Source: an optimization exercise on an open RTL-to-GDS flow (aim: small area and a short achievable clock period). Production flows keep margins and buffers that such runs may drop. Where RTL was checked, it was by simulation tests only, not by an equivalence proof against the original. The RTL of run 1 was laid out without a check of its function.

--- flow/flow/run.sh ---
#!/bin/bash
# The standard layout, except that synthesis does not extract full and half
# adders into the library's adder cells (ADDER_MAP_FILE empty): the adder
# cells are slow, and they cut the logic into pieces that ABC maps one by one,
# so ABC can not see the real critical paths.  Everything else, including the
# synthesis script, is the standard flow's own.  make's output goes to standard.log; the
# ORFS tools keep their own logs under orfs/logs.
set -euo pipefail
bash standard.sh ADDER_MAP_FILE= finish > standard.log 2>&1
--- flow/design.v ---
module a_s(s_in, c_in, y, s_out, c_out, qp2, qp1, qn1, qn2);
   input  [26:0] s_in;
   input  [26:0] c_in;
   input  [22:0] y;
   output [26:0] s_out;
   output [26:0] c_out;
   output        qp2, qp1, qn1, qn2;
   wire [6:0] est = s_in[26:20] + c_in[26:20];
   div_nr_wsticky qds(.yt(y[22:20]), .est(est), .q({qp2, qp1, qn1, qn2}));
   wire [28:0] d1 = {3'b000, 1'b1, y, 2'b00};
   wire [28:0] d2 = {2'b00, 1'b1, y, 3'b000};
   wire [28:0] m = ({29{qp1}} & ~d1) | ({29{qp2}} & ~d2) | ({29{qn1}} & d1) | ({29{qn2}} & d2);
   wire [28:0] a = {s_in, 2'b00};
   wire [28:0] b = {c_in, 1'b0, qp1 | qp2};
   wire [28:0] sum = a ^ b ^ m;
   wire [28:0] cy  = (a & b) | (a & m) | (b & m);
   assign s_out = sum[26:0];
   assign c_out = {cy[25:0], 1'b0};
endmodule
module div_nr_wsticky(yt, est, q);
   input  [2:0] yt;
   input  [6:0] est;
   output reg [3:0] q;
   always @(*) begin
      case ({yt, est})
         10'd0: q = 4'b0000;
         10'd1: q = 4'b0000;
         10'd2: q = 4'b0000;
         10'd3: q = 4'b0000;
         10'd4: q = 4'b0100;
         10'd5: q = 4'b0100;
         10'd6: q = 4'b0100;
         10'd7: q = 4'b0100;
         10'd8: q = 4'b0100;
         10'd9: q = 4'b0100;
         10'd10: q = 4'b0100;
         10'd11: q = 4'b0100;
         10'd12: q = 4'b1000;
         10'd13: q = 4'b1000;
         10'd14: q = 4'b1000;
         10'd15: q = 4'b1000;
         10'd16: q = 4'b1000;
         10'd17: q = 4'b1000;
         10'd18: q = 4'b1000;
         10'd19: q = 4'b1000;
         10'd20: q = 4'b1000;
         10'd21: q = 4'b1000;
         10'd22: q = 4'b1000;
         10'd23: q = 4'b1000;
         10'd24: q = 4'b1000;
         10'd25: q = 4'b1000;
         10'd26: q = 4'b1000;
         10'd27: q = 4'b1000;
         10'd28: q = 4'b1000;
         10'd29: q = 4'b1000;
         10'd30: q = 4'b1000;
         10'd31: q = 4'b1000;
         10'd32: q = 4'b1000;
         10'd33: q = 4'b1000;
         10'd34: q = 4'b1000;
         10'd35: q = 4'b1000;
         10'd36: q = 4'b1000;
         10'd37: q = 4'b1000;
         10'd38: q = 4'b1000;
         10'd39: q = 4'b1000;
         10'd40: q = 4'b1000;
         10'd41: q = 4'b1000;
         10'd42: q = 4'b1000;
         10'd43: q = 4'b1000;
         10'd44: q = 4'b1000;
         10'd45: q = 4'b1000;
         10'd46: q = 4'b1000;
         10'd47: q = 4'b1000;
         10'd48: q = 4'b1000;
         10'd49: q = 4'b1000;
         10'd50: q = 4'b1000;
         10'd51: q = 4'b1000;
         10'd52: q = 4'b1000;
         10'd53: q = 4'b1000;
         10'd54: q = 4'b1000;
         10'd55: q = 4'b1000;
         10'd56: q = 4'b1000;
         10'd57: q = 4'b1000;
         10'd58: q = 4'b1000;
         10'd59: q = 4'b1000;
         10'd60: q = 4'b1000;
         10'd61: q = 4'b1000;
         10'd62: q = 4'b1000;
         10'd63: q = 4'b1000;
         10'd64: q = 4'b0001;
         10'd65: q = 4'b0001;
         10'd66: q = 4'b0001;
         10'd67: q = 4'b0001;
         10'd68: q = 4'b0001;
         10'd69: q = 4'b0001;
         10'd70: q = 4'b0001;
         10'd71: q = 4'b0001;
         10'd72: q = 4'b0001;
         10'd73: q = 4'b0001;
         10'd74: q = 4'b0001;
         10'd75: q = 4'b0001;
         10'd76: q = 4'b0001;
         10'd77: q = 4'b0001;
         10'd78: q = 4'b0001;
         10'd79: q = 4'b0001;
         10'd80: q = 4'b0001;
         10'd81: q = 4'b0001;
         10'd82: q = 4'b0001;
         10'd83: q = 4'b0001;
         10'd84: q = 4'b0001;
         10'd85: q = 4'b0001;
         10'd86: q = 4'b0001;
         10'd87: q = 4'b0001;
         10'd88: q = 4'b0001;
         10'd89: q = 4'b0001;
         10'd90: q = 4'b0001;
         10'd91: q = 4'b0001;
         10'd92: q = 4'b0001;
         10'd93: q = 4'b0001;
         10'd94: q = 4'b0001;
         10'd95: q = 4'b0001;
         10'd96: q = 4'b0001;
         10'd97: q = 4'b0001;
         10'd98: q = 4'b0001;
         10'd99: q = 4'b0001;
         10'd100: q = 4'b0001;
         10'd101: q = 4'b0001;
         10'd102: q = 4'b0001;
         10'd103: q = 4'b0001;
         10'd104: q = 4'b0001;
         10'd105: q = 4'b0001;
         10'd106: q = 4'b0001;
         10'd107: q = 4'b0001;
         10'd108: q = 4'b0001;
         10'd109: q = 4'b0001;
         10'd110: q = 4'b0001;
         10'd111: q = 4'b0001;
         10'd112: q = 4'b0001;
         10'd113: q = 4'b0001;
         10'd114: q = 4'b0001;
         10'd115: q = 4'b0010;
         10'd116: q = 4'b0010;
         10'd117: q = 4'b0010;
         10'd118: q = 4'b0010;
         10'd119: q = 4'b0010;
         10'd120: q = 4'b0010;
         10'd121: q = 4'b0010;
         10'd122: q = 4'b0010;
         10'd123: q = 4'b0010;
         10'd124: q = 4'b0000;
         10'd125: q = 4'b0000;
         10'd126: q = 4'b0000;
         10'd127: q = 4'b0000;
         10'd128: q = 4'b0000;
         10'd129: q = 4'b0000;
         10'd130: q = 4'b0000;
         10'd131: q = 4'b0000;
         10'd132: q = 4'b0100;
         10'd133: q = 4'b0100;
         10'd134: q = 4'b0100;
         10'd135: q = 4'b0100;
         10'd136: q = 4'b0100;
         10'd137: q = 4'b0100;
         10'd138: q = 4'b0100;
         10'd139: q = 4'b0100;
         10'd140: q = 4'b0100;
         10'd141: q = 4'b0100;
         10'd142: q = 4'b1000;
         10'd143: q = 4'b1000;
         10'd144: q = 4'b1000;
         10'd145: q = 4'b1000;
         10'd146: q = 4'b1000;
         10'd147: q = 4'b1000;
         10'd148: q = 4'b1000;
         10'd149: q = 4'b1000;
         10'd150: q = 4'b1000;
         10'd151: q = 4'b1000;
         10'd152: q = 4'b1000;
         10'd153: q = 4'b1000;
         10'd154: q = 4'b1000;
         10'd155: q = 4'b1000;
         10'd156: q = 4'b1000;
         10'd157: q = 4'b1000;
         10'd158: q = 4'b1000;
         10'd159: q = 4'b1000;
         10'd160: q = 4'b1000;
         10'd161: q = 4'b1000;
         10'd162: q = 4'b1000;
         10'd163: q = 4'b1000;
         10'd164: q = 4'b1000;
         10'd165: q = 4'b1000;
         10'd166: q = 4'b1000;
         10'd167: q = 4'b1000;
         10'd168: q = 4'b1000;
         10'd169: q = 4'b1000;
         10'd170: q = 4'b1000;
         10'd171: q = 4'b1000;
         10'd172: q = 4'b1000;
         10'd173: q = 4'b1000;
         10'd174: q = 4'b1000;
         10'd175: q = 4'b1000;
         10'd176: q = 4'b1000;
         10'd177: q = 4'b1000;
         10'd178: q = 4'b1000;
         10'd179: q = 4'b1000;
         10'd180: q = 4'b1000;
         10'd181: q = 4'b1000;
         10'd182: q = 4'b1000;
         10'd183: q = 4'b1000;
         10'd184: q = 4'b1000;
         10'd185: q = 4'b1000;
         10'd186: q = 4'b1000;
         10'd187: q = 4'b1000;
         10'd188: q = 4'b1000;
         10'd189: q = 4'b1000;
         10'd190: q = 4'b1000;
         10'd191: q = 4'b1000;
         10'd192: q = 4'b0001;
         10'd193: q = 4'b0001;
         10'd194: q = 4'b0001;
         10'd195: q = 4'b0001;
         10'd196: q = 4'b0001;
         10'd197: q = 4'b0001;
         10'd198: q = 4'b0001;
         10'd199: q = 4'b0001;
         10'd200: q = 4'b0001;
         10'd201: q = 4'b0001;
         10'd202: q = 4'b0001;
         10'd203: q = 4'b0001;
         10'd204: q = 4'b0001;
         10'd205: q = 4'b0001;
         10'd206: q = 4'b0001;
         10'd207: q = 4'b0001;
         10'd208: q = 4'b0001;
         10'd209: q = 4'b0001;
         10'd210: q = 4'b0001;
         10'd211: q = 4'b0001;
         10'd212: q = 4'b0001;
         10'd213: q = 4'b0001;
         10'd214: q = 4'b0001;
         10'd215: q = 4'b0001;
         10'd216: q = 4'b0001;
         10'd217: q = 4'b0001;
         10'd218: q = 4'b0001;
         10'd219: q = 4'b0001;
         10'd220: q = 4'b0001;
         10'd221: q = 4'b0001;
         10'd222: q = 4'b0001;
         10'd223: q = 4'b0001;
         10'd224: q = 4'b0001;
         10'd225: q = 4'b0001;
         10'd226: q = 4'b0001;
         10'd227: q = 4'b0001;
         10'd228: q = 4'b0001;
         10'd229: q = 4'b0001;
         10'd230: q = 4'b0001;
         10'd231: q = 4'b0001;
         10'd232: q = 4'b0001;
         10'd233: q = 4'b0001;
         10'd234: q = 4'b0001;
         10'd235: q = 4'b0001;
         10'd236: q = 4'b0001;
         10'd237: q = 4'b0001;
         10'd238: q = 4'b0001;
         10'd239: q = 4'b0001;
         10'd240: q = 4'b0001;
         10'd241: q = 4'b0010;
         10'd242: q = 4'b0010;
         10'd243: q = 4'b0010;
         10'd244: q = 4'b0010;
         10'd245: q = 4'b0010;
         10'd246: q = 4'b0010;
         10'd247: q = 4'b0010;
         10'd248: q = 4'b0010;
         10'd249: q = 4'b0010;
         10'd250: q = 4'b0000;
         10'd251: q = 4'b0000;
         10'd252: q = 4'b0000;
         10'd253: q = 4'b0000;
         10'd254: q = 4'b0000;
         10'd255: q = 4'b0000;
         10'd256: q = 4'b0000;
         10'd257: q = 4'b0000;
         10'd258: q = 4'b0000;
         10'd259: q = 4'b0000;
         10'd260: q = 4'b0100;
         10'd261: q = 4'b0100;
         10'd262: q = 4'b0100;
         10'd263: q = 4'b0100;
         10'd264: q = 4'b0100;
         10'd265: q = 4'b0100;
         10'd266: q = 4'b0100;
         10'd267: q = 4'b0100;
         10'd268: q = 4'b0100;
         10'd269: q = 4'b0100;
         10'd270: q = 4'b0100;
         10'd271: q = 4'b1000;
         10'd272: q = 4'b1000;
         10'd273: q = 4'b1000;
         10'd274: q = 4'b1000;
         10'd275: q = 4'b1000;
         10'd276: q = 4'b1000;
         10'd277: q = 4'b1000;
         10'd278: q = 4'b1000;
         10'd279: q = 4'b1000;
         10'd280: q = 4'b1000;
         10'd281: q = 4'b1000;
         10'd282: q = 4'b1000;
         10'd283: q = 4'b1000;
         10'd284: q = 4'b1000;
         10'd285: q = 4'b1000;
         10'd286: q = 4'b1000;
         10'd287: q = 4'b1000;
         10'd288: q = 4'b1000;
         10'd289: q = 4'b1000;
         10'd290: q = 4'b1000;
         10'd291: q = 4'b1000;
         10'd292: q = 4'b1000;
         10'd293: q = 4'b1000;
         10'd294: q = 4'b1000;
         10'd295: q = 4'b1000;
         10'd296: q = 4'b1000;
         10'd297: q = 4'b1000;
         10'd298: q = 4'b1000;
         10'd299: q = 4'b1000;
         10'd300: q = 4'b1000;
         10'd301: q = 4'b1000;
         10'd302: q = 4'b1000;
         10'd303: q = 4'b1000;
         10'd304: q = 4'b1000;
         10'd305: q = 4'b1000;
         10'd306: q = 4'b1000;
         10'd307: q = 4'b1000;
         10'd308: q = 4'b1000;
         10'd309: q = 4'b1000;
         10'd310: q = 4'b1000;
         10'd311: q = 4'b1000;
         10'd312: q = 4'b1000;
         10'd313: q = 4'b1000;
         10'd314: q = 4'b1000;
         10'd315: q = 4'b1000;
         10'd316: q = 4'b1000;
         10'd317: q = 4'b1000;
         10'd318: q = 4'b1000;
         10'd319: q = 4'b1000;
         10'd320: q = 4'b0001;
         10'd321: q = 4'b0001;
         10'd322: q = 4'b0001;
         10'd323: q = 4'b0001;
         10'd324: q = 4'b0001;
         10'd325: q = 4'b0001;
         10'd326: q = 4'b0001;
         10'd327: q = 4'b0001;
         10'd328: q = 4'b0001;
         10'd329: q = 4'b0001;
         10'd330: q = 4'b0001;
         10'd331: q = 4'b0001;
         10'd332: q = 4'b0001;
         10'd333: q = 4'b0001;
         10'd334: q = 4'b0001;
         10'd335: q = 4'b0001;
         10'd336: q = 4'b0001;
         10'd337: q = 4'b0001;
         10'd338: q = 4'b0001;
         10'd339: q = 4'b0001;
         10'd340: q = 4'b0001;
         10'd341: q = 4'b0001;
         10'd342: q = 4'b0001;
         10'd343: q = 4'b0001;
         10'd344: q = 4'b0001;
         10'd345: q = 4'b0001;
         10'd346: q = 4'b0001;
         10'd347: q = 4'b0001;
         10'd348: q = 4'b0001;
         10'd349: q = 4'b0001;
         10'd350: q = 4'b0001;
         10'd351: q = 4'b0001;
         10'd352: q = 4'b0001;
         10'd353: q = 4'b0001;
         10'd354: q = 4'b0001;
         10'd355: q = 4'b0001;
         10'd356: q = 4'b0001;
         10'd357: q = 4'b0001;
         10'd358: q = 4'b0001;
         10'd359: q = 4'b0001;
         10'd360: q = 4'b0001;
         10'd361: q = 4'b0001;
         10'd362: q = 4'b0001;
         10'd363: q = 4'b0001;
         10'd364: q = 4'b0001;
         10'd365: q = 4'b0001;
         10'd366: q = 4'b0001;
         10'd367: q = 4'b0001;
         10'd368: q = 4'b0010;
         10'd369: q = 4'b0010;
         10'd370: q = 4'b0010;
         10'd371: q = 4'b0010;
         10'd372: q = 4'b0010;
         10'd373: q = 4'b0010;
         10'd374: q = 4'b0010;
         10'd375: q = 4'b0010;
         10'd376: q = 4'b0010;
         10'd377: q = 4'b0010;
         10'd378: q = 4'b0000;
         10'd379: q = 4'b0000;
         10'd380: q = 4'b0000;
         10'd381: q = 4'b0000;
         10'd382: q = 4'b0000;
         10'd383: q = 4'b0000;
         10'd384: q = 4'b0000;
         10'd385: q = 4'b0000;
         10'd386: q = 4'b0000;
         10'd387: q = 4'b0000;
         10'd388: q = 4'b0100;
         10'd389: q = 4'b0100;
         10'd390: q = 4'b0100;
         10'd391: q = 4'b0100;
         10'd392: q = 4'b0100;
         10'd393: q = 4'b0100;
         10'd394: q = 4'b0100;
         10'd395: q = 4'b0100;
         10'd396: q = 4'b0100;
         10'd397: q = 4'b0100;
         10'd398: q = 4'b0100;
         10'd399: q = 4'b0100;
         10'd400: q = 4'b1000;
         10'd401: q = 4'b1000;
         10'd402: q = 4'b1000;
         10'd403: q = 4'b1000;
         10'd404: q = 4'b1000;
         10'd405: q = 4'b1000;
         10'd406: q = 4'b1000;
         10'd407: q = 4'b1000;
         10'd408: q = 4'b1000;
         10'd409: q = 4'b1000;
         10'd410: q = 4'b1000;
         10'd411: q = 4'b1000;
         10'd412: q = 4'b1000;
         10'd413: q = 4'b1000;
         10'd414: q = 4'b1000;
         10'd415: q = 4'b1000;
         10'd416: q = 4'b1000;
         10'd417: q = 4'b1000;
         10'd418: q = 4'b1000;
         10'd419: q = 4'b1000;
         10'd420: q = 4'b1000;
         10'd421: q = 4'b1000;
         10'd422: q = 4'b1000;
         10'd423: q = 4'b1000;
         10'd424: q = 4'b1000;
         10'd425: q = 4'b1000;
         10'd426: q = 4'b1000;
         10'd427: q = 4'b1000;
         10'd428: q = 4'b1000;
         10'd429: q = 4'b1000;
         10'd430: q = 4'b1000;
         10'd431: q = 4'b1000;
         10'd432: q = 4'b1000;
         10'd433: q = 4'b1000;
         10'd434: q = 4'b1000;
         10'd435: q = 4'b1000;
         10'd436: q = 4'b1000;
         10'd437: q = 4'b1000;
         10'd438: q = 4'b1000;
         10'd439: q = 4'b1000;
         10'd440: q = 4'b1000;
         10'd441: q = 4'b1000;
         10'd442: q = 4'b1000;
         10'd443: q = 4'b1000;
         10'd444: q = 4'b1000;
         10'd445: q = 4'b1000;
         10'd446: q = 4'b1000;
         10'd447: q = 4'b1000;
         10'd448: q = 4'b0001;
         10'd449: q = 4'b0001;
         10'd450: q = 4'b0001;
         10'd451: q = 4'b0001;
         10'd452: q = 4'b0001;
         10'd453: q = 4'b0001;
         10'd454: q = 4'b0001;
         10'd455: q = 4'b0001;
         10'd456: q = 4'b0001;
         10'd457: q = 4'b0001;
         10'd458: q = 4'b0001;
         10'd459: q = 4'b0001;
         10'd460: q = 4'b0001;
         10'd461: q = 4'b0001;
         10'd462: q = 4'b0001;
         10'd463: q = 4'b0001;
         10'd464: q = 4'b0001;
         10'd465: q = 4'b0001;
         10'd466: q = 4'b0001;
         10'd467: q = 4'b0001;
         10'd468: q = 4'b0001;
         10'd469: q = 4'b0001;
         10'd470: q = 4'b0001;
         10'd471: q = 4'b0001;
         10'd472: q = 4'b0001;
         10'd473: q = 4'b0001;
         10'd474: q = 4'b0001;
         10'd475: q = 4'b0001;
         10'd476: q = 4'b0001;
         10'd477: q = 4'b0001;
         10'd478: q = 4'b0001;
         10'd479: q = 4'b0001;
         10'd480: q = 4'b0001;
         10'd481: q = 4'b0001;
         10'd482: q = 4'b0001;
         10'd483: q = 4'b0001;
         10'd484: q = 4'b0001;
         10'd485: q = 4'b0001;
         10'd486: q = 4'b0001;
         10'd487: q = 4'b0001;
         10'd488: q = 4'b0001;
         10'd489: q = 4'b0001;
         10'd490: q = 4'b0001;
         10'd491: q = 4'b0001;
         10'd492: q = 4'b0001;
         10'd493: q = 4'b0001;
         10'd494: q = 4'b0010;
         10'd495: q = 4'b0010;
         10'd496: q = 4'b0010;
         10'd497: q = 4'b0010;
         10'd498: q = 4'b0010;
         10'd499: q = 4'b0010;
         10'd500: q = 4'b0010;
         10'd501: q = 4'b0010;
         10'd502: q = 4'b0010;
         10'd503: q = 4'b0010;
         10'd504: q = 4'b0010;
         10'd505: q = 4'b0010;
         10'd506: q = 4'b0000;
         10'd507: q = 4'b0000;
         10'd508: q = 4'b0000;
         10'd509: q = 4'b0000;
         10'd510: q = 4'b0000;
         10'd511: q = 4'b0000;
         10'd512: q = 4'b0000;
         10'd513: q = 4'b0000;
         10'd514: q = 4'b0000;
         10'd515: q = 4'b0000;
         10'd516: q = 4'b0000;
         10'd517: q = 4'b0000;
         10'd518: q = 4'b0100;
         10'd519: q = 4'b0100;
         10'd520: q = 4'b0100;
         10'd521: q = 4'b0100;
         10'd522: q = 4'b0100;
         10'd523: q = 4'b0100;
         10'd524: q = 4'b0100;
         10'd525: q = 4'b0100;
         10'd526: q = 4'b0100;
         10'd527: q = 4'b0100;
         10'd528: q = 4'b0100;
         10'd529: q = 4'b0100;
         10'd530: q = 4'b1000;
         10'd531: q = 4'b1000;
         10'd532: q = 4'b1000;
         10'd533: q = 4'b1000;
         10'd534: q = 4'b1000;
         10'd535: q = 4'b1000;
         10'd536: q = 4'b1000;
         10'd537: q = 4'b1000;
         10'd538: q = 4'b1000;
         10'd539: q = 4'b1000;
         10'd540: q = 4'b1000;
         10'd541: q = 4'b1000;
         10'd542: q = 4'b1000;
         10'd543: q = 4'b1000;
         10'd544: q = 4'b1000;
         10'd545: q = 4'b1000;
         10'd546: q = 4'b1000;
         10'd547: q = 4'b1000;
         10'd548: q = 4'b1000;
         10'd549: q = 4'b1000;
         10'd550: q = 4'b1000;
         10'd551: q = 4'b1000;
         10'd552: q = 4'b1000;
         10'd553: q = 4'b1000;
         10'd554: q = 4'b1000;
         10'd555: q = 4'b1000;
         10'd556: q = 4'b1000;
         10'd557: q = 4'b1000;
         10'd558: q = 4'b1000;
         10'd559: q = 4'b1000;
         10'd560: q = 4'b1000;
         10'd561: q = 4'b1000;
         10'd562: q = 4'b1000;
         10'd563: q = 4'b1000;
         10'd564: q = 4'b1000;
         10'd565: q = 4'b1000;
         10'd566: q = 4'b1000;
         10'd567: q = 4'b1000;
         10'd568: q = 4'b1000;
         10'd569: q = 4'b1000;
         10'd570: q = 4'b1000;
         10'd571: q = 4'b1000;
         10'd572: q = 4'b1000;
         10'd573: q = 4'b1000;
         10'd574: q = 4'b1000;
         10'd575: q = 4'b1000;
         10'd576: q = 4'b0001;
         10'd577: q = 4'b0001;
         10'd578: q = 4'b0001;
         10'd579: q = 4'b0001;
         10'd580: q = 4'b0001;
         10'd581: q = 4'b0001;
         10'd582: q = 4'b0001;
         10'd583: q = 4'b0001;
         10'd584: q = 4'b0001;
         10'd585: q = 4'b0001;
         10'd586: q = 4'b0001;
         10'd587: q = 4'b0001;
         10'd588: q = 4'b0001;
         10'd589: q = 4'b0001;
         10'd590: q = 4'b0001;
         10'd591: q = 4'b0001;
         10'd592: q = 4'b0001;
         10'd593: q = 4'b0001;
         10'd594: q = 4'b0001;
         10'd595: q = 4'b0001;
         10'd596: q = 4'b0001;
         10'd597: q = 4'b0001;
         10'd598: q = 4'b0001;
         10'd599: q = 4'b0001;
         10'd600: q = 4'b0001;
         10'd601: q = 4'b0001;
         10'd602: q = 4'b0001;
         10'd603: q = 4'b0001;
         10'd604: q = 4'b0001;
         10'd605: q = 4'b0001;
         10'd606: q = 4'b0001;
         10'd607: q = 4'b0001;
         10'd608: q = 4'b0001;
         10'd609: q = 4'b0001;
         10'd610: q = 4'b0001;
         10'd611: q = 4'b0001;
         10'd612: q = 4'b0001;
         10'd613: q = 4'b0001;
         10'd614: q = 4'b0001;
         10'd615: q = 4'b0001;
         10'd616: q = 4'b0001;
         10'd617: q = 4'b0001;
         10'd618: q = 4'b0001;
         10'd619: q = 4'b0001;
         10'd620: q = 4'b0010;
         10'd621: q = 4'b0010;
         10'd622: q = 4'b0010;
         10'd623: q = 4'b0010;
         10'd624: q = 4'b0010;
         10'd625: q = 4'b0010;
         10'd626: q = 4'b0010;
         10'd627: q = 4'b0010;
         10'd628: q = 4'b0010;
         10'd629: q = 4'b0010;
         10'd630: q = 4'b0010;
         10'd631: q = 4'b0010;
         10'd632: q = 4'b0000;
         10'd633: q = 4'b0000;
         10'd634: q = 4'b0000;
         10'd635: q = 4'b0000;
         10'd636: q = 4'b0000;
         10'd637: q = 4'b0000;
         10'd638: q = 4'b0000;
         10'd639: q = 4'b0000;
         10'd640: q = 4'b0000;
         10'd641: q = 4'b0000;
         10'd642: q = 4'b0000;
         10'd643: q = 4'b0000;
         10'd644: q = 4'b0000;
         10'd645: q = 4'b0000;
         10'd646: q = 4'b0100;
         10'd647: q = 4'b0100;
         10'd648: q = 4'b0100;
         10'd649: q = 4'b0100;
         10'd650: q = 4'b0100;
         10'd651: q = 4'b0100;
         10'd652: q = 4'b0100;
         10'd653: q = 4'b0100;
         10'd654: q = 4'b0100;
         10'd655: q = 4'b0100;
         10'd656: q = 4'b0100;
         10'd657: q = 4'b0100;
         10'd658: q = 4'b0100;
         10'd659: q = 4'b0100;
         10'd660: q = 4'b1000;
         10'd661: q = 4'b1000;
         10'd662: q = 4'b1000;
         10'd663: q = 4'b1000;
         10'd664: q = 4'b1000;
         10'd665: q = 4'b1000;
         10'd666: q = 4'b1000;
         10'd667: q = 4'b1000;
         10'd668: q = 4'b1000;
         10'd669: q = 4'b1000;
         10'd670: q = 4'b1000;
         10'd671: q = 4'b1000;
         10'd672: q = 4'b1000;
         10'd673: q = 4'b1000;
         10'd674: q = 4'b1000;
         10'd675: q = 4'b1000;
         10'd676: q = 4'b1000;
         10'd677: q = 4'b1000;
         10'd678: q = 4'b1000;
         10'd679: q = 4'b1000;
         10'd680: q = 4'b1000;
         10'd681: q = 4'b1000;
         10'd682: q = 4'b1000;
         10'd683: q = 4'b1000;
         10'd684: q = 4'b1000;
         10'd685: q = 4'b1000;
         10'd686: q = 4'b1000;
         10'd687: q = 4'b1000;
         10'd688: q = 4'b1000;
         10'd689: q = 4'b1000;
         10'd690: q = 4'b1000;
         10'd691: q = 4'b1000;
         10'd692: q = 4'b1000;
         10'd693: q = 4'b1000;
         10'd694: q = 4'b1000;
         10'd695: q = 4'b1000;
         10'd696: q = 4'b1000;
         10'd697: q = 4'b1000;
         10'd698: q = 4'b1000;
         10'd699: q = 4'b1000;
         10'd700: q = 4'b1000;
         10'd701: q = 4'b1000;
         10'd702: q = 4'b1000;
         10'd703: q = 4'b1000;
         10'd704: q = 4'b0001;
         10'd705: q = 4'b0001;
         10'd706: q = 4'b0001;
         10'd707: q = 4'b0001;
         10'd708: q = 4'b0001;
         10'd709: q = 4'b0001;
         10'd710: q = 4'b0001;
         10'd711: q = 4'b0001;
         10'd712: q = 4'b0001;
         10'd713: q = 4'b0001;
         10'd714: q = 4'b0001;
         10'd715: q = 4'b0001;
         10'd716: q = 4'b0001;
         10'd717: q = 4'b0001;
         10'd718: q = 4'b0001;
         10'd719: q = 4'b0001;
         10'd720: q = 4'b0001;
         10'd721: q = 4'b0001;
         10'd722: q = 4'b0001;
         10'd723: q = 4'b0001;
         10'd724: q = 4'b0001;
         10'd725: q = 4'b0001;
         10'd726: q = 4'b0001;
         10'd727: q = 4'b0001;
         10'd728: q = 4'b0001;
         10'd729: q = 4'b0001;
         10'd730: q = 4'b0001;
         10'd731: q = 4'b0001;
         10'd732: q = 4'b0001;
         10'd733: q = 4'b0001;
         10'd734: q = 4'b0001;
         10'd735: q = 4'b0001;
         10'd736: q = 4'b0001;
         10'd737: q = 4'b0001;
         10'd738: q = 4'b0001;
         10'd739: q = 4'b0001;
         10'd740: q = 4'b0001;
         10'd741: q = 4'b0001;
         10'd742: q = 4'b0001;
         10'd743: q = 4'b0001;
         10'd744: q = 4'b0001;
         10'd745: q = 4'b0001;
         10'd746: q = 4'b0001;
         10'd747: q = 4'b0001;
         10'd748: q = 4'b0010;
         10'd749: q = 4'b0010;
         10'd750: q = 4'b0010;
         10'd751: q = 4'b0010;
         10'd752: q = 4'b0010;
         10'd753: q = 4'b0010;
         10'd754: q = 4'b0010;
         10'd755: q = 4'b0010;
         10'd756: q = 4'b0010;
         10'd757: q = 4'b0010;
         10'd758: q = 4'b0010;
         10'd759: q = 4'b0010;
         10'd760: q = 4'b0000;
         10'd761: q = 4'b0000;
         10'd762: q = 4'b0000;
         10'd763: q = 4'b0000;
         10'd764: q = 4'b0000;
         10'd765: q = 4'b0000;
         10'd766: q = 4'b0000;
         10'd767: q = 4'b0000;
         10'd768: q = 4'b0000;
         10'd769: q = 4'b0000;
         10'd770: q = 4'b0000;
         10'd771: q = 4'b0000;
         10'd772: q = 4'b0000;
         10'd773: q = 4'b0000;
         10'd774: q = 4'b0000;
         10'd775: q = 4'b0000;
         10'd776: q = 4'b0100;
         10'd777: q = 4'b0100;
         10'd778: q = 4'b0100;
         10'd779: q = 4'b0100;
         10'd780: q = 4'b0100;
         10'd781: q = 4'b0100;
         10'd782: q = 4'b0100;
         10'd783: q = 4'b0100;
         10'd784: q = 4'b0100;
         10'd785: q = 4'b0100;
         10'd786: q = 4'b0100;
         10'd787: q = 4'b0100;
         10'd788: q = 4'b1000;
         10'd789: q = 4'b1000;
         10'd790: q = 4'b1000;
         10'd791: q = 4'b1000;
         10'd792: q = 4'b1000;
         10'd793: q = 4'b1000;
         10'd794: q = 4'b1000;
         10'd795: q = 4'b1000;
         10'd796: q = 4'b1000;
         10'd797: q = 4'b1000;
         10'd798: q = 4'b1000;
         10'd799: q = 4'b1000;
         10'd800: q = 4'b1000;
         10'd801: q = 4'b1000;
         10'd802: q = 4'b1000;
         10'd803: q = 4'b1000;
         10'd804: q = 4'b1000;
         10'd805: q = 4'b1000;
         10'd806: q = 4'b1000;
         10'd807: q = 4'b1000;
         10'd808: q = 4'b1000;
         10'd809: q = 4'b1000;
         10'd810: q = 4'b1000;
         10'd811: q = 4'b1000;
         10'd812: q = 4'b1000;
         10'd813: q = 4'b1000;
         10'd814: q = 4'b1000;
         10'd815: q = 4'b1000;
         10'd816: q = 4'b1000;
         10'd817: q = 4'b1000;
         10'd818: q = 4'b1000;
         10'd819: q = 4'b1000;
         10'd820: q = 4'b1000;
         10'd821: q = 4'b1000;
         10'd822: q = 4'b1000;
         10'd823: q = 4'b1000;
         10'd824: q = 4'b1000;
         10'd825: q = 4'b1000;
         10'd826: q = 4'b1000;
         10'd827: q = 4'b1000;
         10'd828: q = 4'b1000;
         10'd829: q = 4'b1000;
         10'd830: q = 4'b1000;
         10'd831: q = 4'b1000;
         10'd832: q = 4'b0001;
         10'd833: q = 4'b0001;
         10'd834: q = 4'b0001;
         10'd835: q = 4'b0001;
         10'd836: q = 4'b0001;
         10'd837: q = 4'b0001;
         10'd838: q = 4'b0001;
         10'd839: q = 4'b0001;
         10'd840: q = 4'b0001;
         10'd841: q = 4'b0001;
         10'd842: q = 4'b0001;
         10'd843: q = 4'b0001;
         10'd844: q = 4'b0001;
         10'd845: q = 4'b0001;
         10'd846: q = 4'b0001;
         10'd847: q = 4'b0001;
         10'd848: q = 4'b0001;
         10'd849: q = 4'b0001;
         10'd850: q = 4'b0001;
         10'd851: q = 4'b0001;
         10'd852: q = 4'b0001;
         10'd853: q = 4'b0001;
         10'd854: q = 4'b0001;
         10'd855: q = 4'b0001;
         10'd856: q = 4'b0001;
         10'd857: q = 4'b0001;
         10'd858: q = 4'b0001;
         10'd859: q = 4'b0001;
         10'd860: q = 4'b0001;
         10'd861: q = 4'b0001;
         10'd862: q = 4'b0001;
         10'd863: q = 4'b0001;
         10'd864: q = 4'b0001;
         10'd865: q = 4'b0001;
         10'd866: q = 4'b0001;
         10'd867: q = 4'b0001;
         10'd868: q = 4'b0001;
         10'd869: q = 4'b0001;
         10'd870: q = 4'b0001;
         10'd871: q = 4'b0001;
         10'd872: q = 4'b0001;
         10'd873: q = 4'b0001;
         10'd874: q = 4'b0010;
         10'd875: q = 4'b0010;
         10'd876: q = 4'b0010;
         10'd877: q = 4'b0010;
         10'd878: q = 4'b0010;
         10'd879: q = 4'b0010;
         10'd880: q = 4'b0010;
         10'd881: q = 4'b0010;
         10'd882: q = 4'b0010;
         10'd883: q = 4'b0010;
         10'd884: q = 4'b0010;
         10'd885: q = 4'b0010;
         10'd886: q = 4'b0010;
         10'd887: q = 4'b0010;
         10'd888: q = 4'b0000;
         10'd889: q = 4'b0000;
         10'd890: q = 4'b0000;
         10'd891: q = 4'b0000;
         10'd892: q = 4'b0000;
         10'd893: q = 4'b0000;
         10'd894: q = 4'b0000;
         10'd895: q = 4'b0000;
         10'd896: q = 4'b0000;
         10'd897: q = 4'b0000;
         10'd898: q = 4'b0000;
         10'd899: q = 4'b0000;
         10'd900: q = 4'b0000;
         10'd901: q = 4'b0000;
         10'd902: q = 4'b0000;
         10'd903: q = 4'b0000;
         10'd904: q = 4'b0100;
         10'd905: q = 4'b0100;
         10'd906: q = 4'b0100;
         10'd907: q = 4'b0100;
         10'd908: q = 4'b0100;
         10'd909: q = 4'b0100;
         10'd910: q = 4'b0100;
         10'd911: q = 4'b0100;
         10'd912: q = 4'b0100;
         10'd913: q = 4'b0100;
         10'd914: q = 4'b0100;
         10'd915: q = 4'b0100;
         10'd916: q = 4'b0100;
         10'd917: q = 4'b0100;
         10'd918: q = 4'b0100;
         10'd919: q = 4'b0100;
         10'd920: q = 4'b1000;
         10'd921: q = 4'b1000;
         10'd922: q = 4'b1000;
         10'd923: q = 4'b1000;
         10'd924: q = 4'b1000;
         10'd925: q = 4'b1000;
         10'd926: q = 4'b1000;
         10'd927: q = 4'b1000;
         10'd928: q = 4'b1000;
         10'd929: q = 4'b1000;
         10'd930: q = 4'b1000;
         10'd931: q = 4'b1000;
         10'd932: q = 4'b1000;
         10'd933: q = 4'b1000;
         10'd934: q = 4'b1000;
         10'd935: q = 4'b1000;
         10'd936: q = 4'b1000;
         10'd937: q = 4'b1000;
         10'd938: q = 4'b1000;
         10'd939: q = 4'b1000;
         10'd940: q = 4'b1000;
         10'd941: q = 4'b1000;
         10'd942: q = 4'b1000;
         10'd943: q = 4'b1000;
         10'd944: q = 4'b1000;
         10'd945: q = 4'b1000;
         10'd946: q = 4'b1000;
         10'd947: q = 4'b1000;
         10'd948: q = 4'b1000;
         10'd949: q = 4'b1000;
         10'd950: q = 4'b1000;
         10'd951: q = 4'b1000;
         10'd952: q = 4'b1000;
         10'd953: q = 4'b1000;
         10'd954: q = 4'b1000;
         10'd955: q = 4'b1000;
         10'd956: q = 4'b1000;
         10'd957: q = 4'b1000;
         10'd958: q = 4'b1000;
         10'd959: q = 4'b1000;
         10'd960: q = 4'b0001;
         10'd961: q = 4'b0001;
         10'd962: q = 4'b0001;
         10'd963: q = 4'b0001;
         10'd964: q = 4'b0001;
         10'd965: q = 4'b0001;
         10'd966: q = 4'b0001;
         10'd967: q = 4'b0001;
         10'd968: q = 4'b0001;
         10'd969: q = 4'b0001;
         10'd970: q = 4'b0001;
         10'd971: q = 4'b0001;
         10'd972: q = 4'b0001;
         10'd973: q = 4'b0001;
         10'd974: q = 4'b0001;
         10'd975: q = 4'b0001;
         10'd976: q = 4'b0001;
         10'd977: q = 4'b0001;
         10'd978: q = 4'b0001;
         10'd979: q = 4'b0001;
         10'd980: q = 4'b0001;
         10'd981: q = 4'b0001;
         10'd982: q = 4'b0001;
         10'd983: q = 4'b0001;
         10'd984: q = 4'b0001;
         10'd985: q = 4'b0001;
         10'd986: q = 4'b0001;
         10'd987: q = 4'b0001;
         10'd988: q = 4'b0001;
         10'd989: q = 4'b0001;
         10'd990: q = 4'b0001;
         10'd991: q = 4'b0001;
         10'd992: q = 4'b0001;
         10'd993: q = 4'b0001;
         10'd994: q = 4'b0001;
         10'd995: q = 4'b0001;
         10'd996: q = 4'b0001;
         10'd997: q = 4'b0001;
         10'd998: q = 4'b0001;
         10'd999: q = 4'b0001;
         10'd1000: q = 4'b0010;
         10'd1001: q = 4'b0010;
         10'd1002: q = 4'b0010;
         10'd1003: q = 4'b0010;
         10'd1004: q = 4'b0010;
         10'd1005: q = 4'b0010;
         10'd1006: q = 4'b0010;
         10'd1007: q = 4'b0010;
         10'd1008: q = 4'b0010;
         10'd1009: q = 4'b0010;
         10'd1010: q = 4'b0010;
         10'd1011: q = 4'b0010;
         10'd1012: q = 4'b0010;
         10'd1013: q = 4'b0010;
         10'd1014: q = 4'b0010;
         10'd1015: q = 4'b0010;
         10'd1016: q = 4'b0000;
         10'd1017: q = 4'b0000;
         10'd1018: q = 4'b0000;
         10'd1019: q = 4'b0000;
         10'd1020: q = 4'b0000;
         10'd1021: q = 4'b0000;
         10'd1022: q = 4'b0000;
         10'd1023: q = 4'b0000;
         default: q = 4'b0000;
      endcase
   end
endmodule
module FP_div(FP_A, FP_B, clk, ce, FP_Z);
   parameter K = 1;
   input  [31:0] FP_A;
   input  [31:0] FP_B;
   input         clk;
   input         ce;
   output [31:0] FP_Z;
   reg    [31:0] FP_Z;
   wire [26:0]  s1, c1;
   wire [K-1:0] p2_1, p1_1, n1_1, n2_1;
   wire [1:0]   cls1;
   wire         sign1;
   wire [7:0]   exp1;
   fp_div_s1 #(K) st1(.FP_A(FP_A), .FP_B(FP_B), .s(s1), .c(c1),
                      .p2(p2_1), .p1(p1_1), .n1(n1_1), .n2(n2_1),
                      .cls(cls1), .sign(sign1), .expo(exp1));
   reg [26:0]  s_r, c_r;
   reg [22:0]  y_r;
   reg [K-1:0] p2_r, p1_r, n1_r, n2_r;
   reg [1:0]   cls_r;
   reg         sign_r;
   reg [7:0]   exp_r;
   always @(posedge clk) begin
      if (ce) begin
         s_r <= s1;
         c_r <= c1;
         y_r <= FP_B[22:0];
         p2_r <= p2_1;
         p1_r <= p1_1;
         n1_r <= n1_1;
         n2_r <= n2_1;
         cls_r <= cls1;
         sign_r <= sign1;
         exp_r <= exp1;
      end
   end
   wire [31:0] z;
   fp_div_s2 #(K) st2(.s(s_r), .c(c_r), .y(y_r), .p2(p2_r), .p1(p1_r), .n1(n1_r), .n2(n2_r),
                      .cls(cls_r), .sign(sign_r), .expo(exp_r), .z(z));
   always @(posedge clk)
      if (ce)
         FP_Z <= z;
endmodule
module fp_div_s1(FP_A, FP_B, s, c, p2, p1, n1, n2, cls, sign, expo);
   parameter K = 1;
   input  [31:0]  FP_A;
   input  [31:0]  FP_B;
   output [26:0]  s, c;
   output [K-1:0] p2, p1, n1, n2;
   output [1:0]   cls;
   output         sign;
   output [7:0]   expo;
   wire [7:0] ea = FP_A[30:23];
   wire [7:0] eb = FP_B[30:23];
   wire fa_z = (FP_A[22:0] == 23'd0);
   wire fb_z = (FP_B[22:0] == 23'd0);
   wire nan1  = (&ea & ~fa_z) | (&eb & ~fb_z);
   wire inf1  = (&ea) | (&eb) | (eb == 8'd0);
   wire zero1 = (ea == 8'd0) & fa_z;
   wire hi = (FP_A[22:0] >= FP_B[22:0]);
   wire [8:0] en = {1'b0, ea} - {1'b0, eb} + 9'd126 + {8'd0, hi};
   wire ovf = (en[8:7] == 2'b10) | (en == 9'd255);
   wire unf = (en[8:7] == 2'b11) | (en[7:0] == 8'd0);
   assign cls = nan1 ? 2'd3 : (inf1 | ovf) ? 2'd2 : (zero1 | unf) ? 2'd1 : 2'd0;
   assign sign = FP_A[31] ^ FP_B[31];
   assign expo = en[7:0];
   wire [26:0] sr [0:K];
   wire [26:0] cr [0:K];
   assign sr[0] = hi ? {3'b000, 1'b1, FP_A[22:0]} : {2'b00, 1'b1, FP_A[22:0], 1'b0};
   assign cr[0] = 27'd0;
   genvar i;
   generate
      for (i = 0; i < K; i = i + 1) begin : row
         a_s r(.s_in(sr[i]), .c_in(cr[i]), .y(FP_B[22:0]),
               .s_out(sr[i+1]), .c_out(cr[i+1]),
               .qp2(p2[K-1-i]), .qp1(p1[K-1-i]), .qn1(n1[K-1-i]), .qn2(n2[K-1-i]));
      end
   endgenerate
   assign s = sr[K];
   assign c = cr[K];
endmodule
module fp_div_s2(s, c, y, p2, p1, n1, n2, cls, sign, expo, z);
   parameter K = 1;
   input  [26:0]  s, c;
   input  [22:0]  y;
   input  [K-1:0] p2, p1, n1, n2;
   input  [1:0]   cls;
   input          sign;
   input  [7:0]   expo;
   output [31:0]  z;
   wire [26:0] sr [0:13-K];
   wire [26:0] cr [0:13-K];
   wire [12-K:0] p2_2, p1_2, n1_2, n2_2;
   assign sr[0] = s;
   assign cr[0] = c;
   genvar i;
   generate
      for (i = 0; i < 13 - K; i = i + 1) begin : row
         a_s r(.s_in(sr[i]), .c_in(cr[i]), .y(y),
               .s_out(sr[i+1]), .c_out(cr[i+1]),
               .qp2(p2_2[12-K-i]), .qp1(p1_2[12-K-i]), .qn1(n1_2[12-K-i]), .qn2(n2_2[12-K-i]));
      end
   endgenerate
   wire [12:0] a2 = {p2, p2_2}, a1 = {p1, p1_2}, b1 = {n1, n1_2}, b2 = {n2, n2_2};
   wire [25:0] qp, qn;
   generate
      for (i = 0; i < 13; i = i + 1) begin : dig
         assign qp[2*i+1:2*i] = {a2[i], a1[i]};
         assign qn[2*i+1:2*i] = {b2[i], b1[i]};
      end
   endgenerate
   wire [26:0] w = sr[13-K] + cr[13-K];
   wire [25:0] q0 = qp - qn;
   wire [25:0] q1 = qp - qn + 26'd1;
   wire [22:0] man = w[26] ? q0[23:1] : q1[23:1];
   reg [30:0] zz;
   always @(*) begin
      case (cls)
         2'd3: zz = {8'hff, 23'h400000};
         2'd2: zz = {8'hff, 23'd0};
         2'd1: zz = 31'd0;
         default: zz = {expo, man};
      endcase
   end
   assign z = {sign, zz};
endmodule
--- flow/config.mk ---
export PLATFORM = sky130hd
export DESIGN_NAME = FP_div
export DESIGN_NICKNAME = FP_div
export VERILOG_FILES = /design/flow/design.v
export SDC_FILE = /design/flow/constraint.sdc
export NUM_CORES = 4
export LEC_CHECK = 0
export ABC_AREA = 1
export CAP_MARGIN = 60
export CORE_MARGIN = 2
export CORE_UTILIZATION = 45
export PLACE_DENSITY = 0.6
export SLEW_MARGIN = 60
--- flow/constraint.sdc ---
create_clock -name core_clock -period 80.0 [get_ports {clk}]
set_input_delay 16.0000 -clock core_clock [delete_from_list [all_inputs] [get_ports {clk}]]
set_output_delay 16.0000 -clock core_clock [all_outputs]
set_load 0.01 [all_outputs]
--- flow/standard.sh ---
#!/bin/bash
# synth_recipe.tcl (not shown) runs the flow's synth.tcl, then flattens the netlist and writes it again
# the make line also repeats each setting of config.mk as NAME=value (left out here)
make -C /OpenROAD-flow-scripts/flow DESIGN_CONFIG=/design/flow/config.mk WORK_HOME=/design/flow/orfs CLKGATE_MAP_FILE= SYNTH_SCRIPT=/design/flow/synth_recipe.tcl "${@:-finish}"
==> results of run 1 <==
cells in the mapped netlist (all sizes together), types with 46 or more instances:
library cell and count:
a211oi 52, a21oi 196, a221oi 73, buf 46, clkbuf 186, edfxtp 116, inv 728, nand2 2307
nand3 641, nand4 158, nor2 800, o21ai 343, o22ai 57, or2 110, xnor2 126, xor2 118
sequential cells by signal, indices dropped and copies added, names as in the netlist:
name / cells
c_r: 25
y_r: 23
sign_r: 1
exp_r: 8
cls_r: 2
FP_Z: 32
s_r: 25
layout make-up:
class | count | area (um^2)
fillers | 8731 | 43700
multi-input cells | 5193 | 28700
flip-flops and latches | 116 | 3480
inverters | 762 | 3010
repair buffers | 166 | 1540
well taps | 1070 | 1340
clock buffers | 17 | 425
clock inverters | 15 | 179
diodes | 2 | 5.00
path summary, 6_finish.rpt:
check / startpoint / endpoint / depth (start not counted) / slack [ns]
max reg2reg: s_r[22] / FP_Z[21] / 220 / 52.03
min reg2reg: sign_r / FP_Z[31] / 0 / 0.42
min: sign_r / FP_Z[31] / 0 / 0.42
max: s_r[22] / FP_Z[21] / 220 / 52.03
critical path, delay by kind of cell (launching register included):
| family | cells | cell delay [ns] |
|---|---|---|
| AOI/OAI and AO/OA | 10 | 2.02 |
| xor gates and xnor gates | 3 | 1.07 |
| buffers and inverters | 10 | 0.81 |
| DFF | 1 | 0.45 |
| and+or+nand+nor | 197 | 23.17 |
cell families after synthesis:
logic type	Yosys count	synth area share (%)
simple gates	4088	55.6
buf+inv	998	14.5
compound gates	858	14.6
xor+xnor	244	5.94
flops	116	9.28
fa+ha+maj	2	0.0533
other cells	1	0.00999
metal layers:
| metal | GRT usage [%] | part of all wire [%] |
|---|---|---|
| met1 | 38.0 | 44 |
| met2 | 49.1 | 47 |
| met3 | 2.99 | 6.3 |
| met4 | 9.44 | 3.2 |
| met5 | 0 | 0 |
layout by cell type (no fill, tap or decap), types with 47 or more instances in the layout:
cell / count
a211oi_1: 52
a21oi_1: 163
a221oi_1: 73
buf_4: 58
clkdlybuf4s50_1: 95
edfxtp_1: 116
inv_1: 634
inv_2: 81
nand2_1: 1693
nand2_2: 450
nand2_4: 161
nand3_1: 490
nand3_2: 140
nand4_1: 155
nor2_1: 647
nor2_2: 112
o21ai_0: 274
o21ai_1: 47
o22ai_1: 57
or2_2: 101
xnor2_1: 124
xor2_1: 112
metrics by stage:
step | worst slack, ns | instance area (um^2) | hold slack, ns | instances | util, %
final | 52.03 | 38600 | 0.421 | 7341 | 46.9
after floorplan | 59.48 | 37500 | 0.400 | 6307 | -
after global placement | 52.03 | 37800 | 0.402 | 7293 | 45.9
after global routing | 48.84 | 38600 | 0.441 | 7339 | 46.9
after detailed placement | 52.19 | 38000 | 0.405 | 7305 | 46.1
after CTS | 52.09 | 38600 | 0.418 | 7337 | 46.9
==> summary.txt, run 1 <==
Initial DRC Count: 2991
Ys async rst share: 0%
Setup CP Type: reg -> reg
CP most frequent cell: nand2_1
Final WL: 127000 um
Sequential element share of the synthesized area: 9.28%
Ys Warns: 4
Critical Path AT: 28.15 ns
Post-synth EDFFs: 116
Vias in the first global route: 36200
First-pass GRT wire length: 199000 um
Worst path max stage delay: 0.48 ns
Post-synthesis cell count: 6307
CP max-delay cell: nand3_2
Num Clock Sinks: 116
Routability Congestion: 0.951
Core area: 82400 um^2
Max-slew headroom: 58.5%
Synth top area cells: nand2_1 (17%), edfxtp_1 (9.3%), nand2_2 (7.5%)
Synth-to-Final Area Change: 2.98%
TritonCTS clock tree: yes
Die area: 85700 um^2
Syn_area_per_cell: 5.95 um^2
Post-Synthesis Cell Area: 37500 um^2
Share of cells above drive strength 1: 21.3%
CTS resizes: 0
Library cells used by synthesis: 89
Top fanout value on the critical path: 25
H-tree depth: 4
Status: timing/DRC/antenna clean
Detailed-route DRC error count: 0
Max-cap viol count: 0
DR vias/cell: 5.47
Worst-path clk slew: 0.06 ns
NumNets Final: 6322
Initial Util: 45.6%
Clock Skew: 0.00752 ns
Max Fclk: 35.8 MHz
Setup total negative slack: 0 ns
WL/cell: 17.4 um
GRT Util Overall: 28.8%
IO buf count: 97
CTS Buffer Depth: 2
Hold Crit Class: reg -> reg
Std-Cell Rows: 105
Die Y: 293 um
Root Buffer: clkbuf_16
Crit. End Element: flip-flop
Fin crit period: 27.97 ns
Final hold vios: 0
Vias: 40200
Antenna violations before repair: 0
Die span in x: 293 um
DRT antenna net count: 0
WP data required: 80.19 ns
Largest net degree at the start of global routing: 66
RSZ-0062 raised after global routing: false
Detailed Routing Iterations Pass 1: 6
Post-synthesis register bit count: 116
Predominant post-synthesis flop cell: edfxtp_1
Yosys top cell by area: nand2_1
Total gr overflow: 0
Worst-skew pair later-pin latency: 0.43 ns
CTS Buf Count: 17
Worst-Margin Slew: 0.622 ns
I/O Pins: 98
Final setup viols: 0
Detailed placement HPWL: 100000 um
Syn nets: 6373
# hold bufs at CTS: 0
Startpoint type of the worst setup path: flip-flop
Share of the synthesized area in the top cell type: 16.9%
Final Max Slew Viols: 0
Final period utilization: 35.0%
Setup Buffers After CTS: 0
==> inputs of run 2 (changes only) <==
--- a/flow/design.v
+++ b/flow/design.v
@@ -1054,3 +1054,3 @@
 module FP_div(FP_A, FP_B, clk, ce, FP_Z);
-   parameter K = 1;
+   parameter K = 2;
    input  [31:0] FP_A;
@@ -1097,3 +1097,3 @@
 module fp_div_s1(FP_A, FP_B, s, c, p2, p1, n1, n2, cls, sign, expo);
-   parameter K = 1;
+   parameter K = 2;
    input  [31:0]  FP_A;
@@ -1135,3 +1135,3 @@
 module fp_div_s2(s, c, y, p2, p1, n1, n2, cls, sign, expo, z);
-   parameter K = 1;
+   parameter K = 2;
    input  [26:0]  s, c;
==> run 2 against run 1 <==
Setup slack improved by 2.5 ns. Utilization fell by 0.065 points. First-iteration DRC count rose by 3.6%. Critical path type unchanged. Largest cell class unchanged.
==> summary.txt, run 2 <==
Startpoint type of the worst setup path: flip-flop
Predominant post-synthesis flop cell: edfxtp_1
Initial Util: 45.5%
Root Buffer: clkbuf_16
DRT antenna net count: 0
Detailed Routing Iterations Pass 1: 9
WP buf/inv: 11
Worst-Margin Slew: 0.589 ns
Max-slew headroom: 60.7%
Top fanout value on the critical path: 37
Routability Congestion: 0.931
Synth top area cells: nand2_1 (17%), edfxtp_1 (9.6%), nand2_2 (7.9%)
Critical Path AT: 25.68 ns
Ys async rst share: 0%
Total gr overflow: 0
Die Y: 292 um
GRT Util Overall: 28.5%
Largest Register: FP_Z
CP delay by family, top: simple AND/OR/NAND/NOR gates
Detailed placement HPWL: 99000 um
Sequential element share of the synthesized area: 9.55%
Final Max Slew Viols: 0
Die span in x: 292 um
Largest register FFs: 32
Worst Setup Slack, final: 54.49 ns
Antenna violations before repair: 1
# hold bufs at CTS: 0
CTS Buf Count: 17
Worst-path clk slew: 0.05 ns
Multi-input logic area: 28400 um^2
CP most frequent cell: nand2_1
Ys Warns: 4
Post-Synthesis Cell Area: 37400 um^2
Vias: 40400
I/O Pins: 98
Util after Layout: 46.9%
Syn nets: 6409
Vias in the first global route: 36900
H-tree depth: 4
Register Area: 3570 um^2
Worst path max stage delay: 0.45 ns
Share of cells above drive strength 1: 19.9%
NumNets Final: 6374
Setup total negative slack: 0 ns
Post-synth EDFFs: 119
Commonest non-fill, non-tap cell in the layout: nand2_1
Detailed-route DRC error count: 0
Status: timing/DRC/antenna clean
TritonCTS clock tree: yes
RSZ-0062 raised after global routing: false
Top cells by count, synth: nand2_1 (1697), inv_1 (713), nor2_1 (685)
Initial DRC Count: 3099
WP data required: 80.16 ns
Fin crit period: 25.51 ns
Setup Buffers After CTS: 0
Share of the synthesized area in the top cell type: 17.0%
Final setup viols: 0
First-pass GRT wire length: 198000 um
Max Fclk: 39.2 MHz
DR vias/cell: 5.47
Num Clock Sinks: 119
Core area: 82200 um^2
Std-Cell Rows: 105
Post-synthesis cell count: 6343
Setup CP Type: reg -> reg
Yosys top cell by area: nand2_1
Fin Hold WS: 0.424 ns
N_diodes: 0
Worst-skew pair later-pin latency: 0.42 ns
CP max-delay cell: xor2_1
Post-synthesis register bit count: 119
Place WS: 54.84 ns
Largest net degree at the start of global routing: 64
Hold Crit Class: reg -> reg
Most frequent cells in the layout: nand2_1 (1695), inv_1 (706), nor2_1 (682)
Final period utilization: 31.9%
Clock Skew: 0.0129 ns
Synth-to-Final Area Change: 2.99%
# fillers: 8887
IO buf count: 97
Crit. End Element: flip-flop
CTS resizes: 0
Max-cap viol count: 0
CTS Buffer Depth: 2
Largest regs: FP_Z (32), s_r (25), c_r (24)
WL/cell: 17.0 um
Syn_area_per_cell: 5.90 um^2
Library cells used by synthesis: 90
Die area: 85500 um^2
Count leader, synth: nand2_1
Final WL: 126000 um
Final hold vios: 0
-- run 2: cell count changes in the layout (fill, tap and decap cells not counted), moves of 23 or more --
| cell | change |
|---|---|
| xor2_1 | +32 |
| or2_2 | -70 |
| o2111ai_1 | +27 |
| nand3_1 | -122 |
| xnor2_1 | -56 |
| o21ai_0 | +38 |
| o22ai_1 | +51 |
| nor3_1 | +23 |
| a21oi_1 | +66 |
| nor2_1 | +35 |
| nand2_2 | +26 |
| a211oi_1 | -31 |
| inv_1 | +72 |
-- run 2: layout make-up --
| type | count | share of cell area [%] |
|---|---|---|
| Timing Repair Buffer | 164 | 3.94 |
| Clock buffer | 19 | 1.12 |
| Inverter | 821 | 8.27 |
| Multi-Input combinational cell | 5185 | 73.6 |
| Tap cell | 1070 | 3.47 |
| Sequential cell | 119 | 9.27 |
| Clock inverter | 11 | 0.286 |
-- run 2: worst paths after layout --
| kind | from | endpoint | slack (ns) | cells after the start |
|---|---|---|---|---|
| max reg2reg | y_r[20] | FP_Z[19] | 54.49 | 181 |
| min reg2reg | sign_r | FP_Z[31] | 0.42 | 0 |
| max | y_r[20] | FP_Z[19] | 54.49 | 181 |
| min | sign_r | FP_Z[31] | 0.42 | 0 |
-- run 2: kinds of logic after synthesis --
group	synth area share [%]
compound gates	16.2
flops	9.55
simple gates	53.9
xor+xnor	5.65
buf+inv	14.7
other cells	0.0100
-- run 2: worst reg2reg max path, delay by kind of cell, from the launching register on --
family                    cells  cell delay [ns]
and+or+nand+nor             154            19.61
AOI/OAI and AO/OA            12             2.22
buffers and inverters        11             2.08
xor gates and xnor gates      4             1.01
DFF                           1             0.35
-- run 2: routing by layer --
layer  wire length (um)  GRT usage, %  part of all wire [%]  up-vias
met1              56000          38.2                    45    18400
li1                   -             -                     -    20500
met3               8040          2.12                   6.4      175
met5                 13             0                 0.010        -
met4               3480          8.64                   2.8        2
met2              58000          48.6                    46     1363
-- run 2: stage by stage --
stage	instances	instance area (um^2)
after floorplan	6343	37400
after global placement	7353	37800
final	7389	38500
after global routing	7389	38500
after detailed placement	7356	37900
after CTS	7386	38500
==> inputs of run 3 (changes only) <==
--- a/flow/config.mk
+++ b/flow/config.mk
@@ -11,3 +11,3 @@
 export CORE_UTILIZATION = 45
-export PLACE_DENSITY = 0.6
+export PLACE_DENSITY = 0.8
 export SLEW_MARGIN = 60
==> run 3 against run 2 <==
Die area unchanged. Register-to-register slack worse by 0.12 ns. Global-route usage decreased by 0.90 points. Clock skew increased by 0.0010 ns. Critical path depth is 4 higher. Non-clock buffer count decreased by 2. Via count is 3.4% higher.
==> summary.txt, run 3 <==
Share of cells above drive strength 1: 19.9%
RR Endpoint: FP_Z[19]
Final hold vios: 0
Largest Register: FP_Z
# fillers: 8449
FF-to-FF Start: y_r[21]
Detailed-route DRC error count: 0
Setup total negative slack: 0 ns
RSZ-0062 raised after global routing: false
Hold Crit Class: reg -> reg
Ys Warns: 4
Detailed Routing Iterations Pass 1: 6
Vias: 41800
Top cells by count, synth: nand2_1 (1697), inv_1 (713), nor2_1 (685)
Worst path max stage delay: 0.47 ns
Hold Path Sink: FP_Z[31]
Largest register FFs: 32
Worst-Margin Slew: 0.639 ns
NumNets Final: 6372
Largest net degree at the start of global routing: 82
Total gr overflow: 0
Max Fclk: 39.0 MHz
Synth-to-Final Area Change: 2.89%
Ys async rst share: 0%
Max-slew headroom: 57.0%
Library cells used by synthesis: 90
Die area: 85500 um^2
Initial Util: 45.5%
I/O Pins: 98
Max-cap viol count: 0
Final Cell Area: 38500 um^2
Crit. End Element: flip-flop
Largest regs: FP_Z (32), s_r (25), c_r (24)
Startpoint type of the worst setup path: flip-flop
Fin Hold WS: 0.423 ns
Antenna violations before repair: 3
R2r worst-path depth: 185
Syn nets: 6409
Std-Cell Rows: 105
Clock Skew: 0.0139 ns
Post-Synthesis Cell Area: 37400 um^2
IO buf count: 97
Final WL: 122000 um
Synth top area cells: nand2_1 (17%), edfxtp_1 (9.6%), nand2_2 (7.9%)
Top fanout value on the critical path: 37
CTS Buf Count: 17
TritonCTS clock tree: yes
Worst-path clk slew: 0.06 ns
Final period utilization: 32.0%
Predominant post-synthesis flop cell: edfxtp_1
Share of the synthesized area in the top cell type: 17.0%
Status: timing/DRC/antenna clean
Most frequent cells in the layout: nand2_1 (1696), inv_1 (701), nor2_1 (682)
Num Clock Sinks: 119
DR vias/cell: 5.66
DRT antenna net count: 0
Die span in x: 292 um
Hold depth: 0
Post-synth EDFFs: 119
Dpl cell area: 37900 um^2
H-tree depth: 4
Count leader, synth: nand2_1
WP data required: 80.18 ns
CTS resizes: 0
Fin crit period: 25.63 ns
WL/cell: 16.5 um
Final setup viols: 0
Commonest non-fill, non-tap cell in the layout: nand2_1
# hold bufs at CTS: 0
Detailed placement HPWL: 94400 um
Die Y: 292 um
Core area: 82200 um^2
Critical Path AT: 25.80 ns
Flop2flop setup slack: 54.37 ns
Initial DRC Count: 4531
Routability Congestion: 1.01
Setup Buffers After CTS: 0
CTS Buffer Depth: 2
CP most frequent cell: nand2_2
Root Buffer: clkbuf_16
Post-synthesis register bit count: 119
Place WS: 54.76 ns
First-pass GRT wire length: 195000 um
Post-synthesis cell count: 6343
Syn_area_per_cell: 5.90 um^2
Worst Setup Slack, final: 54.37 ns
Final Max Slew Viols: 0
CP max-delay cell: nand2_4
GRT Util Overall: 27.6%
Setup CP Type: reg -> reg
Yosys top cell by area: nand2_1
Worst-skew pair later-pin latency: 0.43 ns
Sequential element share of the synthesized area: 9.55%
Hold_sp: sign_r
Vias in the first global route: 37800
[run 3: cell counts after synthesis]
No cell type changed its count.
[run 3: cell families (layout without fill, tap and decap cells)]
| kind of cell | count (synthesis) | count (layout) | share of synthesized area, % |
|---|---|---|---|
| AOI/OAI and AO/OA | 989 | 989 | 16.2 |
| xor gates and xnor gates | 225 | 225 | 5.65 |
| buffers and inverters | 1039 | 1013 | 14.7 |
| DFF | 119 | 119 | 9.55 |
| other | 1 | 2 | 0.0100 |
| and+or+nand+nor | 3970 | 3970 | 53.9 |
[run 3: how the worst max path moves through the flow]
stage                  start  endpoint  slack [ns]  cells after the start
global placement     y_r[21]  FP_Z[19]       55.12                    179
global route         y_r[21]  FP_Z[19]       51.95                    187
finish               y_r[21]  FP_Z[19]       54.37                    185
CTS                  y_r[21]  FP_Z[19]       54.68                    185
detailed placement   y_r[21]  FP_Z[19]       54.76                    185
floorplan           FP_B[20]   c_r[24]       58.62                     39
[run 3: layout make-up]
cell class / instances / area, um^2 / share of cell area (%)
Multi-Input combinational cell: 5185 / 28400 / 73.7
Antenna cell: 1 / 2.50 / 0.00650
Clock inverter: 11 / 110 / 0.286
Timing Repair Buffer: 162 / 1500 / 3.90
Sequential cell: 119 / 3570 / 9.28
Inverter: 821 / 3180 / 8.27
Clock buffer: 19 / 433 / 1.12
Tap cell: 1070 / 1340 / 3.48
[run 3: worst max-delay path: cells and delay by family (launching register included)]
kind | cells | cell delay (ns)
compound gates | 15 | 2.59
buf+inv | 10 | 2.23
xor+xnor | 3 | 0.60
flops | 1 | 0.32
simple gates | 157 | 19.45
[run 3: through the flow]
step / utilization [%] / cells
6_report: 46.8 / 7388
4_1_cts: 46.7 / 7383
5_1_grt: 46.8 / 7388
3_5_place_dp: 46.1 / 7353
3_3_place_gp: 46.0 / 7346
2_1_floorplan: - / 6343
[run 3: routing by layer]
layer,vias up,share of wire [%],track usage [%]
li1,20500,-,-
met1,18800,42,37.2
met2,2142,43,44.2
met3,325,11,4.12
met4,2,4.1,10.8
met5,-,0.011,0

[port drivers added, routing unchanged]
No port has a modelled driver above. Below, the same layouts with a new extraction and two added sets of constraints.
Step 1 assumes that a clkbuf_16 drives the clock port and a buf_2 every other input.
Step 2 also shifts input and output timing later by t, the mid clock arrival at the registers, as if the neighbouring blocks saw the same clock.
Three values: ideal, step 1, step 2; two values: the first two.
run	shift t [ns]	setup WS [ns]	clock arrival spread, ns	slew at the worst register clock pin (ns)	pins driven straight from the clock port
run 1	0.478	52.034 / 52.034 / 52.034	0.010 / 0.010	0.06 / 0.06	1
run 2	0.456	54.489 / 54.489 / 54.489	0.013 / 0.013	0.06 / 0.06	1
run 3	0.467	54.374 / 54.374 / 54.374	0.014 / 0.014	0.06 / 0.06	1
After both steps every run listed still meets setup and hold.
